Background: an optimization exercise with open tools, aiming at small area. Do not read the settings as production practice.
In this exercise RTL edits were held to simulation tests only and were not proved equivalent to the original. No driver is modelled on the clock port, so clocking that relies on it looks cheaper here than on a real chip.

==> v37: inputs <==
## dct_top
module dct_top(
	 input [7:0]x0,
	 input [7:0]x1,
	 input [7:0]x2,
	 input [7:0]x3,
	 input [7:0]x4,
	 input [7:0]x5,
	 input [7:0]x6,
	 input [7:0]x7,
	 input en,
	 input clk,
	 input rst,
	 output [13:0]y0,
	 output [13:0]y1,
	 output [13:0]y2,
	 output [13:0]y3,
	 output [13:0]y4,
	 output [13:0]y5,
	 output [13:0]y6,
	 output [13:0]y7
    );
	reg [2:0]addr;
	wire [74:0] row;
	wire [11:0] c0, c1, c2, c3, c4, c5, c6, c7;
	wire [7:0] col;
	genvar i;
	generate for (i = 0; i < 8; i = i + 1) begin : g
		assign col[i] = (addr == ((i + 1) & 7));
	end endgenerate
	DCT_app dct1(x0,x1,x2,x3,x4,x5,x6,x7,row);
	dct_ram dctRAM(clk,en,row,col,c0,c1,c2,c3,c4,c5,c6,c7);
	DCT2_app dct2(c0,c1,c2,c3,c4,c5,c6,c7,col[0],y0,y1,y2,y3,y4,y5,y6,y7);
	always@(posedge clk) begin
		if (rst) addr <= 3'd0;
		else addr <= addr+1;
	end
endmodule
==> flow/config.mk <==
export PLATFORM = sky130hd
export DESIGN_NAME = dct_top
export DESIGN_NICKNAME = dct_top
export VERILOG_FILES = /design/flow/design.v
export SDC_FILE = /design/flow/constraint.sdc
export NUM_CORES = 4
export LEC_CHECK = 0
export CAP_MARGIN = 20
export CORE_MARGIN = 2
export CORE_UTILIZATION = 40
export SLEW_MARGIN = 20
==> flow/constraint.sdc <==
create_clock -name core_clock -period 12.0 [get_ports {clk}]
set_input_delay 2.4000 -clock core_clock [delete_from_list [all_inputs] [get_ports {clk}]]
set_output_delay 2.4000 -clock core_clock [all_outputs]
set_load 0.01 [all_outputs]
run.sh (not shown) runs the stock make flow with config.mk's settings and CLKGATE_MAP_FILE= SYNTH_SCRIPT=/design/flow/synth_recipe.tcl, a recipe that flattens the netlist after the stock synthesis.
==> inputs of v27, as changes to v37 <==
Settings changed: CTS_BUF_LIST set to sky130_fd_sc_hd__clkbuf_8, CTS_CLUSTER_SIZE set to 30.
==> inputs of v12, as changes to v37 <==
Settings changed: CTS_BUF_LIST set to sky130_fd_sc_hd__clkbuf_4, CTS_CLUSTER_SIZE set to 20.
==> comparison <==
v27 ran to the end with no violations. v12 passed the timing, design-rule and antenna checks. v37 finished clean.
In synthesized cell count, v12 and v27 do not differ.
Critical path depth is the same in v12 and v37.
Of v37 and v12, v12 has the higher non-clock buffer count (gap 4).
Count of clock-buffer cells in the layout, highest first: v12, v27, v37.
==> figures <==
item                                                            v27                         v37                        v12
Result of the run                           complete, no violations     complete, no violations    complete, no violations
Final area over synthesized area                             1.177x                      1.169x                     1.177x
Filler cell count                                             5,353                       5,327                      5,385
Area of the multi-input gates                           11,000 um^2                 11,000 um^2                11,000 um^2
Cell at the root of the clock tree        sky130_fd_sc_hd__clkbuf_8  sky130_fd_sc_hd__clkbuf_16  sky130_fd_sc_hd__clkbuf_4
Count of nets after finishing                                 2,573                       2,535                      2,628
Hold Path End                                        dctRAM.st6[48]              dctRAM.st6[48]             dctRAM.st4[29]
Slack of the worst reg-to-reg path                         10.55 ns                    10.55 ns                   10.80 ns
Layout clock buffers                                            113                          76                        193

==> wip/quartz <==
Another version of the RTL of dct_top (not shown whole).
clock: 12.0 ns
lec_check: 0
cap_margin: 20
core_margin: 2
core_utilization: 40
slew_margin: 20
standard.sh (not shown) runs the stock make flow with config.mk's settings and CLKGATE_MAP_FILE= SYNTH_SCRIPT=/design/flow/synth_recipe.tcl, a recipe that flattens the netlist after the stock synthesis.
==> flow/flow/run.sh <==
#!/bin/bash
# Standard ORFS layout (the standard.sh, unchanged synthesis), with two changes:
#  - port buffers use the smallest buffer cell (buf_1) instead of the default choice;
#  - clock tree: larger sink clusters and no dummy loads, so fewer clock buffers.
set -euo pipefail
bash standard.sh \
  BUFFER_PORTS_ARGS="-buffer_cell sky130_fd_sc_hd__buf_1" \
  CTS_ARGS="-sink_clustering_enable -repair_clock_nets -dont_use_dummy_load -sink_clustering_size 30 -sink_clustering_max_diameter 100" \
  finish > standard_make.log 2>&1
==> inputs of wip/zinc, as changes to wip/quartz <==
--- a/flow/design.v
+++ b/flow/design.v
@@ -110,17 +110,17 @@
     input [72:0] din,
     input [7:0] col,
     input pix,
     input [63:0] px,
     output [10:0] c0, output [10:0] c1, output [10:0] c2, output [10:0] c3,
     output [10:0] c4, output [10:0] c5, output [10:0] c6, output [10:0] c7
 );
   reg [72:0] st0, st1, st2, st3, st4, st5, st6, st7;
-  wire [72:0] pxrow = {st7[72], st7[71], st7[70], px[63], px[62], px[61], px[60], px[59], px[58], st7[63], st7[62], st7[61], px[55], px[54], px[53], px[52], px[51], st7[55], px[47], px[46], px[45], px[44], px[43], px[42], px[41], px[40], st7[46], st7[45], px[57], px[39], px[38], px[37], px[36], px[56], px[31], px[30], px[29], px[28], px[27], px[26], px[25], px[24], px[50], px[49], px[23], px[22], px[21], px[20], px[19], px[18], px[17], px[16], px[48], px[35], px[15], px[14], px[13], px[12], px[11], px[10], px[9], px[8], px[34], px[33], px[32], px[7], px[6], px[5], px[4], px[3], px[2], px[1], px[0]};
+  wire [72:0] pxrow = {st7[72], st7[71], st7[70], px[63], px[62], px[61], px[60], px[59], px[58], st7[63], st7[62], st7[61], px[55], px[54], px[53], px[52], px[51], st7[55], px[47], px[46], px[45], px[44], px[43], px[42], px[41], px[40], st7[46], st7[45], px[57], px[39], px[38], px[37], px[36], px[56], px[31], px[30], px[29], px[28], px[27], px[26], px[25], px[24], px[50], px[49], px[23], px[22], px[21], px[20], px[19], px[18], px[17], px[16], st7[20], px[35], px[15], px[14], px[13], px[12], px[11], px[10], px[9], st7[11], px[34], px[33], px[32], px[7], px[6], px[5], px[4], px[3], px[2], px[1], st7[0]};
   always @(posedge clk) begin
     st0 <= wp ? pxrow : st7;
     st1 <= we ? din : st0;
     st2 <= st1;
     st3 <= st2;
     st4 <= st3;
     st5 <= st4;
     st6 <= st5;
@@ -817,21 +817,25 @@
 	 output [13:0]y1,
 	 output [13:0]y2,
 	 output [13:0]y3,
 	 output [13:0]y4,
 	 output [13:0]y5,
 	 output [13:0]y6,
 	 output [13:0]y7
     );
-	reg [7:0]addr;
+	reg [2:0]addr;
 	reg wr;
 	wire [72:0] row;
 	wire [10:0] c0, c1, c2, c3, c4, c5, c6, c7;
-	wire [7:0] col = {addr[0], addr[7:1]} & {8{~wr}};
+	wire [7:0] col;
+	genvar i;
+	generate for (i = 0; i < 8; i = i + 1) begin : g
+		assign col[i] = ~wr & (addr == ((i + 1) & 7));
+	end endgenerate
 	dct_ram dctRAM(clk,en,wr,row,col,wr,{x7,x6,x5,x4,x3,x2,x1,x0},c0,c1,c2,c3,c4,c5,c6,c7);
 	DCT2_app dct2(c0,c1,c2,c3,c4,c5,c6,c7,col[0],y0,y1,y2,y3,y4,y5,y6,y7,row);
 	always@(posedge clk) begin
-		if (rst) addr <= 8'd1;
-		else addr <= {addr[6:0], addr[7]};
+		if (rst) addr <= 3'd0;
+		else addr <= addr + 3'd1;
 		wr <= en;
 	end
 endmodule
==> flow/flow/run.sh (replaced) <==
#!/bin/bash
# Standard ORFS layout (the standard.sh: ORFS synthesis and place-and-route), with:
#  - an area-oriented ABC mapping script (flow/abc_area_nf.script) in place of ORFS's
#    abc_speed.script, in a copy of ORFS's scripts folder; everything else in that
#    copy is ORFS's own, so the registers and the rest of synthesis are unchanged;
#  - port buffers of the smallest buffer cell (buf_1);
#  - clock tree: clkbuf_8 buffers, sink clusters of up to 18, no dummy loads.
set -euo pipefail
SM="$PWD/scripts_abc"
rm -rf "$SM"
cp -r "$FLOW_HOME/scripts" "$SM"
cp flow/abc_area_nf.script "$SM/abc_speed.script"
bash standard.sh \
  SCRIPTS_DIR="$SM" \
  BUFFER_PORTS_ARGS="-buffer_cell sky130_fd_sc_hd__buf_1" \
  CTS_ARGS="-sink_clustering_enable -repair_clock_nets -dont_use_dummy_load -buf_list sky130_fd_sc_hd__clkbuf_8 -sink_clustering_size 18 -sink_clustering_max_diameter 60" \
  finish > standard_make.log 2>&1
==> flow/flow/abc_area_nf.script (new file) <==
&get -n
&st
&dch -f
&nf -a -F 4 -A 4
&put
topo
stime -c
==> inputs of wip/fjord, as changes to wip/quartz <==
--- a/flow/design.v
+++ b/flow/design.v
@@ -110,17 +110,17 @@
     input [72:0] din,
     input [7:0] col,
     input pix,
     input [63:0] px,
     output [10:0] c0, output [10:0] c1, output [10:0] c2, output [10:0] c3,
     output [10:0] c4, output [10:0] c5, output [10:0] c6, output [10:0] c7
 );
   reg [72:0] st0, st1, st2, st3, st4, st5, st6, st7;
-  wire [72:0] pxrow = {st7[72], st7[71], st7[70], px[63], px[62], px[61], px[60], px[59], px[58], st7[63], st7[62], st7[61], px[55], px[54], px[53], px[52], px[51], st7[55], px[47], px[46], px[45], px[44], px[43], px[42], px[41], px[40], st7[46], st7[45], px[57], px[39], px[38], px[37], px[36], px[56], px[31], px[30], px[29], px[28], px[27], px[26], px[25], px[24], px[50], px[49], px[23], px[22], px[21], px[20], px[19], px[18], px[17], px[16], px[48], px[35], px[15], px[14], px[13], px[12], px[11], px[10], px[9], px[8], px[34], px[33], px[32], px[7], px[6], px[5], px[4], px[3], px[2], px[1], px[0]};
+  wire [72:0] pxrow = {st7[72], st7[71], st7[70], px[63], px[62], px[61], px[60], px[59], px[58], st7[63], st7[62], st7[61], px[55], px[54], px[53], px[52], px[51], st7[55], px[47], px[46], px[45], px[44], px[43], px[42], px[41], px[40], st7[46], st7[45], px[57], px[39], px[38], px[37], px[36], px[56], px[31], px[30], px[29], px[28], px[27], px[26], px[25], px[24], px[50], px[49], px[23], px[22], px[21], px[20], px[19], px[18], px[17], px[16], st7[20], px[35], px[15], px[14], px[13], px[12], px[11], px[10], px[9], st7[11], px[34], px[33], px[32], px[7], px[6], px[5], px[4], px[3], px[2], px[1], st7[0]};
   always @(posedge clk) begin
     st0 <= wp ? pxrow : st7;
     st1 <= we ? din : st0;
     st2 <= st1;
     st3 <= st2;
     st4 <= st3;
     st5 <= st4;
     st6 <= st5;
@@ -817,21 +817,25 @@
 	 output [13:0]y1,
 	 output [13:0]y2,
 	 output [13:0]y3,
 	 output [13:0]y4,
 	 output [13:0]y5,
 	 output [13:0]y6,
 	 output [13:0]y7
     );
-	reg [7:0]addr;
+	reg [2:0]addr;
 	reg wr;
 	wire [72:0] row;
 	wire [10:0] c0, c1, c2, c3, c4, c5, c6, c7;
-	wire [7:0] col = {addr[0], addr[7:1]} & {8{~wr}};
+	wire [7:0] col;
+	genvar i;
+	generate for (i = 0; i < 8; i = i + 1) begin : g
+		assign col[i] = ~wr & (addr == ((i + 1) & 7));
+	end endgenerate
 	dct_ram dctRAM(clk,en,wr,row,col,wr,{x7,x6,x5,x4,x3,x2,x1,x0},c0,c1,c2,c3,c4,c5,c6,c7);
 	DCT2_app dct2(c0,c1,c2,c3,c4,c5,c6,c7,col[0],y0,y1,y2,y3,y4,y5,y6,y7,row);
 	always@(posedge clk) begin
-		if (rst) addr <= 8'd1;
-		else addr <= {addr[6:0], addr[7]};
+		if (rst) addr <= 3'd0;
+		else addr <= addr + 3'd1;
 		wr <= en;
 	end
 endmodule
==> flow/flow/run.sh (replaced) <==
#!/bin/bash
# Standard ORFS layout (the standard.sh: ORFS synthesis and place-and-route), with:
#  - an area-oriented ABC mapping script (flow/abc_area_nf.script) in place of ORFS's
#    abc_speed.script, in a copy of ORFS's scripts folder; everything else in that
#    copy is ORFS's own, so the registers and the rest of synthesis are unchanged;
#  - port buffers of the smallest buffer cell (buf_1);
#  - clock tree: larger sink clusters and no dummy loads, so fewer clock buffers.
set -euo pipefail
SM="$PWD/scripts_abc"
rm -rf "$SM"
cp -r "$FLOW_HOME/scripts" "$SM"
cp flow/abc_area_nf.script "$SM/abc_speed.script"
bash standard.sh \
  SCRIPTS_DIR="$SM" \
  BUFFER_PORTS_ARGS="-buffer_cell sky130_fd_sc_hd__buf_1" \
  CTS_ARGS="-sink_clustering_enable -repair_clock_nets -dont_use_dummy_load -sink_clustering_size 30 -sink_clustering_max_diameter 100" \
  finish > standard_make.log 2>&1
==> flow/flow/abc_area_nf.script (new file) <==
&get -n
&st
&dch -f
&nf -a -F 4 -A 4
&put
topo
stime -c
==> qor summary <==
quantity                                                         wip/zinc    wip/fjord   wip/quartz
Result of the run                                timing/DRC/antenna clean  timing/DRC/antenna clean  timing/DRC/antenna clean
Placed instance area                                           0.0235 mm2   0.0235 mm2   0.0241 mm2
Share of the clock period used by the worst path                    0.964        0.960        0.959
Highest metal layer used by the detailed router                      met5         met5         met4
Length of routed met2 wiring                                     29500 um     29000 um     31600 um
Area Overhead vs Synth                                              10.8%        10.8%        9.06%
Synthesized-area fraction occupied by adder cells                   0.149        0.149        0.139
Post-placement setup slack                                       0.849 ns     0.849 ns     0.925 ns
Critical-path maximum fanout                                           11           11           26
Worst slew margin relative to its limit                             0.432        0.421        0.272
Synthesized area divided by synthesized cell count               12.1 um2     12.1 um2     12.0 um2
WP buf/inv                                                              6            7            4
Area occupied by multi-input gates                            0.00936 mm2  0.00936 mm2  0.00991 mm2
Fillers                                                              5036         5014         5337
Biggest cell delay along the critical path                        0.55 ns      0.55 ns      0.62 ns
Worst-margin pin slew                                            0.831 ns     0.868 ns      1.09 ns
Maximum number of pins on one net before global-route repair           47           47           66
Global-route wire length before repair                           94400 um     93900 um    101000 um
Nonclk inv count                                                      161          161          156
Clk pin slew, worst setup/hold paths                              0.10 ns      0.11 ns      0.11 ns
Number of rows in the core area                                        85           85           87
DIE WIDTH                                                          237 um       237 um       242 um
DR vias/cell                                                         5.48         5.45         5.48
Core region area                                               0.0538 mm2   0.0538 mm2   0.0563 mm2

-- separate check: timing with driven ports --
No port has a modelled driver above. Below, the same layouts with a new extraction and two added sets of constraints. Step 1 (the two cells are an assumption about what drives the block):
set clk [get_ports {clk}]
set_driving_cell -lib_cell sky130_fd_sc_hd__clkbuf_16 $clk
set_driving_cell -lib_cell sky130_fd_sc_hd__buf_2 [delete_from_list [all_inputs] $clk]
Step 2 adds t to the input delays and takes it off the output delays; t is the mean of the earliest and latest rising clock arrival at the registers after step 1. Input paths then give back, and output paths get back, about the clock's delay inside the block. Slacks: ideal ports / drivers / drivers and shift; pairs: ideal ports / drivers.
run | shift t [ns] | slack for setup (ns) | clock arrival spread, ns | worst data-port slew with drivers (ns)
v37 | 0.621 | 0.461 / 0.404 / 1.026 | 0.013 / 0.013 | 0.05
v27 | 0.689 | 0.394 / 0.340 / 1.029 | 0.036 / 0.036 | 0.05
v12 | 0.875 | 0.375 / 0.316 / 1.191 | 0.083 / 0.084 | 0.05
wip/quartz | 0.634 | 0.490 / 0.431 / 1.065 | 0.045 / 0.044 | 0.09
wip/zinc | 0.681 | 0.437 / 0.384 / 1.065 | 0.089 / 0.089 | 0.12
wip/fjord | 0.636 | 0.479 / 0.422 / 1.058 | 0.048 / 0.048 | 0.13
After both steps every run listed still meets setup and hold.
